Background: an optimization exercise with open tools, aiming at small area. Do not read the settings as production practice.
At most, simulation tests tie the RTL to the original design; equivalence was not proved.
No activity file was given, so power comes from the tool's default toggle rates.

== the baseline ==
==> module Basys3_Abacus_Top, before the edit <==
module Basys3_Abacus_Top(
    input clk,
    input rst,
    input btnC,
    input btnR,
    input btnU,
    input [15:0] sw,
    output [6:0] seg,
    output dp,
    output [3:0] an,
    output [15:0] led
);
reg [4:0] c;
reg [6:0] u;
always @(posedge clk) begin
    if (rst) c <= 5'd0;
    else c <= c + 5'd1;
end
always @(posedge clk) begin
    if (rst) u <= 7'b0000001;
    else if (c[2:0] == 3'd7) u <= (u == 7'b1110000) ? 7'b0000001 : {u[5:0], u[6] ^ u[5]};
end
wire slow_tick = (c == 5'd16);    
wire deb_new   = (c == 5'd17);    
wire set_pulse = (c == 5'd18);    
wire sec_tick  = (u == 7'b1000100) && (c[2:0] == 3'd4);    
reg [1:0] qc, qr, qu;
reg qc3, qr3, qu3;
always @(posedge clk) begin
    if (rst) begin
        qc <= 2'd0; qr <= 2'd0; qu <= 2'd0;
    end else if (slow_tick) begin
        qc <= {qc[0], btnC};
        qr <= {qr[0], btnR};
        qu <= {qu[0], btnU};
    end
end
always @(posedge clk) begin
    if (slow_tick) begin
        qc3 <= qc[1]; qr3 <= qr[1]; qu3 <= qu[1];
    end
end
wire degC = qc[1] & ~qc3;
wire degR = qr[1] & ~qr3;
wire degU = qu[1] & ~qu3;
wire set_time_mode = sw[1] & ~sw[0];
reg sel;
always @(posedge clk) begin
    if (rst) sel <= 1'b0;
    else if (degR & deb_new) sel <= ~sel;
end
wire sel_prev = sel ^ degR;
wire set_minutes = set_pulse & degU & sel_prev;
wire set_hours   = set_pulse & degU & ~sel_prev;
reg [5:0] sec, mn;
reg [4:0] hr;
reg sec_roll, mn_roll, mn_prev, hr_prev;
always @(posedge clk) begin
    if (rst) begin
        sec <= 6'd0; sec_roll <= 1'b0;
    end else if (sec_tick) begin
        if (sec == 6'd59) begin sec <= 6'd0; sec_roll <= 1'b1; end
        else begin sec <= sec + 6'd1; sec_roll <= 1'b0; end
    end
end
wire mn_inc = set_time_mode ? set_minutes : sec_roll;
wire mn_tick = mn_inc & ~mn_prev;
always @(posedge clk) mn_prev <= mn_inc;
always @(posedge clk) begin
    if (rst) begin
        mn <= 6'd0; mn_roll <= 1'b0;
    end else begin
        if (mn_tick) begin
            if (mn == 6'd59) begin mn <= 6'd0; mn_roll <= 1'b1; end
            else begin mn <= mn + 6'd1; mn_roll <= 1'b0; end
        end
    end
end
wire hr_inc = set_time_mode ? set_hours : mn_roll;
wire hr_tick = hr_inc & ~hr_prev;
always @(posedge clk) hr_prev <= hr_inc;
always @(posedge clk) begin
    if (rst) begin
        hr <= 5'd0;
    end else begin
        if (hr_tick) hr <= (hr == 5'd23) ? 5'd0 : hr + 5'd1;
    end
end
assign led = {16{(mn == sw[9:4]) && ({1'b0, hr} == sw[15:10])}};
reg run;
always @(posedge clk) begin
    if (rst) run <= 1'b0;
    else if (degC & deb_new) run <= ~run;
end
wire sw_en = ~sw[1] & sw[0] & run;
reg [2:0] dcnt;
reg dtmp, dq;
always @(posedge clk) begin
    if (rst) begin
        dcnt <= 3'd0; dtmp <= 1'b0;
    end else begin
        if (sw_en) begin
            if (dcnt == 3'd4) begin dcnt <= 3'd0; dtmp <= ~dtmp; end
            else dcnt <= dcnt + 3'd1;
        end
    end
end
always @(posedge clk) dq <= dtmp;
wire ms_tick = dtmp & ~dq;
reg [6:0] ms, ss;
reg ms_roll, ss_prev;
always @(posedge clk) begin
    if (rst || degR) begin
        ms <= 7'd0; ms_roll <= 1'b0;
    end else if (ms_tick) begin
        if (ms == 7'd99) begin ms <= 7'd0; ms_roll <= 1'b1; end
        else begin ms <= ms + 7'd1; ms_roll <= 1'b0; end
    end
end
always @(posedge clk) begin
    ss_prev <= ms_roll;
end
wire ss_tick = ms_roll & ~ss_prev;
always @(posedge clk) begin
    if (rst || degR) ss <= 7'd0;
    else if (ss_tick) ss <= (ss == 7'd99) ? 7'd0 : ss + 7'd1;
end
wire [1:0] s = c[3:2];
reg [6:0] v;
always @(*) begin
    case (sw[1:0])
        2'b01: v = s[1] ? ss : ms;
        2'b11: v = 7'd0;
        default: v = btnC ? (s[1] ? 7'd0 : {1'b0, sec}) : (s[1] ? {2'b0, hr} : {1'b0, mn});
    endcase
end
wire [3:0] tens = v / 7'd10;
wire [3:0] ones = v % 7'd10;
reg [3:0] digit;
always @(posedge clk) begin
    if (rst) digit <= 4'd0;
    else digit <= s[0] ? tens : ones;
end
wire [6:0] a_to_g;
assign a_to_g[0] = (digit[0] & ~digit[1] & ~digit[2] & ~digit[3]) | (~digit[0] & ~digit[1] & digit[2]);
assign a_to_g[1] = (digit[0] & ~digit[1] & digit[2]) | (~digit[0] & digit[1] & digit[2]);
assign a_to_g[2] = (~digit[0] & digit[1] & ~digit[2]);
assign a_to_g[3] = (digit[0] & ~digit[1] & ~digit[2] & ~digit[3]) | (~digit[0] & ~digit[1] & digit[2]) | (digit[0] & digit[1] & digit[2]);
assign a_to_g[4] = (digit[0]) | (~digit[1] & digit[2]);
assign a_to_g[5] = (digit[0] & ~digit[2] & ~digit[3]) | (digit[1] & ~digit[2]) | (digit[0] & digit[1]);
assign a_to_g[6] = (~digit[1] & ~digit[2] & ~digit[3]) | (digit[0] & digit[1] & digit[2]);
assign seg = a_to_g;
assign dp = 1'b1;
assign an = ~(4'b0001 << s);
endmodule
export LEC_CHECK = 0
export ABC_AREA = 1
export CAP_MARGIN = 20
export CORE_MARGIN = 2
export CORE_UTILIZATION = 75
export PLACE_DENSITY = 0.95
export SLEW_MARGIN = 20
create_clock -name core_clock -period 10.0 [get_ports {clk}]
standard.sh (not shown) runs the stock make flow with config.mk's settings and CLKGATE_MAP_FILE= SYNTH_SCRIPT=/design/flow/synth_recipe.tcl, a recipe that flattens the netlist after the stock synthesis.
==> flow/flow/run.sh <==
#!/bin/bash
# Own layout flow: the standard synthesis, then the combinational logic re-mapped for
# area (registers untouched, equivalence proven by Yosys), then the standard layout.
set -euo pipefail
W=$PWD
R=$W/orfs/results/${FLOW_PLATFORM:-sky130hd}/Basys3_Abacus_Top/base
bash standard.sh synth > $W/standard_synth.log 2>&1
cp $R/1_2_yosys.v $W/std_netlist.v
if bash flow/reopt.sh $W/std_netlist.v $W/reopt_netlist.v $W/reopt > $W/reopt.log 2>&1 \
   && grep -q "Equivalence successfully proven" $W/reopt/equiv_yosys.log \
   && ! grep -q '\$' $W/reopt/reopt_stat.txt \
   && [[ ! -s $W/reopt/regs.diff ]]; then
  echo "using the re-mapped netlist" >> $W/reopt.log
  cp $W/reopt_netlist.v $R/1_2_yosys.v
  rm -f $R/1_synth.odb $R/1_synth.sdc
else
  echo "keeping the standard netlist" >> $W/reopt.log
fi
if [[ -f flow/cts_args ]]; then
  export CTS_ARGS="$(cat flow/cts_args)"
fi
if [[ -f flow/port_buffer ]]; then
  export BUFFER_PORTS_ARGS="-buffer_cell $(cat flow/port_buffer)"
fi
bash standard.sh finish > $W/standard_finish.log 2>&1
Other scripts of this flow, unchanged in this note and not shown: flow/flow/area.abc, flow/flow/cts_args, flow/flow/dont_use.txt, flow/flow/port_buffer, flow/flow/reopt.sh
diff inputs: the baseline => the candidate
--- a/flow/design.v
+++ b/flow/design.v
@@ -94,21 +94,19 @@
     else if (degC & deb_new) run <= ~run;
 end
 wire sw_en = ~sw[1] & sw[0] & run;
 reg [2:0] dcnt;
-reg dtmp, dq;
+reg dtmp;
 always @(posedge clk) begin
     if (rst) begin
         dcnt <= 3'd0; dtmp <= 1'b0;
-    end else begin
-        if (sw_en) begin
-            if (dcnt == 3'd4) begin dcnt <= 3'd0; dtmp <= ~dtmp; end
-            else dcnt <= dcnt + 3'd1;
-        end
-    end
+    end else if (sw_en) begin
+        if (dcnt == 3'd7) dcnt <= 3'd1;
+        else if (dcnt == 3'd4) begin dcnt <= dtmp ? 3'd0 : 3'd7; dtmp <= ~dtmp; end
+        else dcnt <= dcnt + 3'd1;
+    end else if (dcnt == 3'd7) dcnt <= 3'd0;
 end
-always @(posedge clk) dq <= dtmp;
-wire ms_tick = dtmp & ~dq;
+wire ms_tick = (dcnt == 3'd7);
 reg [6:0] ms, ss;
 reg ms_roll, ss_prev;
 always @(posedge clk) begin
     if (rst || degR) begin
Findings:
- Between the candidate and the baseline, the difference in count of clock-buffer cells in the layout is negligible.
- The candidate ends up with a flip-flop and latch count that is 1 lower than in the baseline.
- Via count normalized by instance count (higher): the baseline
- Between the baseline and the candidate, the fraction of layout cells with a size suffix above 1 figures differ only marginally.
- When the candidate is measured against the baseline, its routed wire length turns out 530 um lower.
- Diff the baseline -> the candidate: total power went down, routed via count shrank by about 3%.
- Re total setup violations reported at the end of the flow: no difference whatsoever between the candidate and the baseline.
- [compare] base=the baseline new=the candidate: fill cell instance count of the final layout picked up an extra about 7%; initial standard-cell utilization of the core neither gained nor lost much.
- Between the baseline and the candidate, the area of all placed cells without fillers figures differ only marginally.
- When the candidate is measured against the baseline, its clock share of power turns out 0.3 points higher.
For the baseline, only the layout was checked, not whether the RTL still works.

## port drivers added, routing unchanged
Ports are ideal in the flow. The routed layouts listed here were re-timed in OpenROAD.
Step 1 sets driving cells, clkbuf_16 on the clock port and buf_2 on the other inputs (assumed; they add their load-dependent delay and slew).
Step 2 moves the port delays by t, midway between the first and last clock arrival at a register: inputs arrive t later, outputs are due t later. That takes back most of the time a late clock gives input paths.
Three values: ideal, step 1, step 2; two values: the first two.
run	shift t [ns]	slack for setup (ns)	worst setup path after step 2
the baseline	0.441	4.368 / 4.348 / 4.348	input to output
the candidate	0.423	4.412 / 4.386 / 4.386	input to output
After both steps setup and hold are still met in every run listed. For the candidate, which loses most, drivers alone change the setup slack by -0.026 ns; drivers and shift together by -0.026 ns.
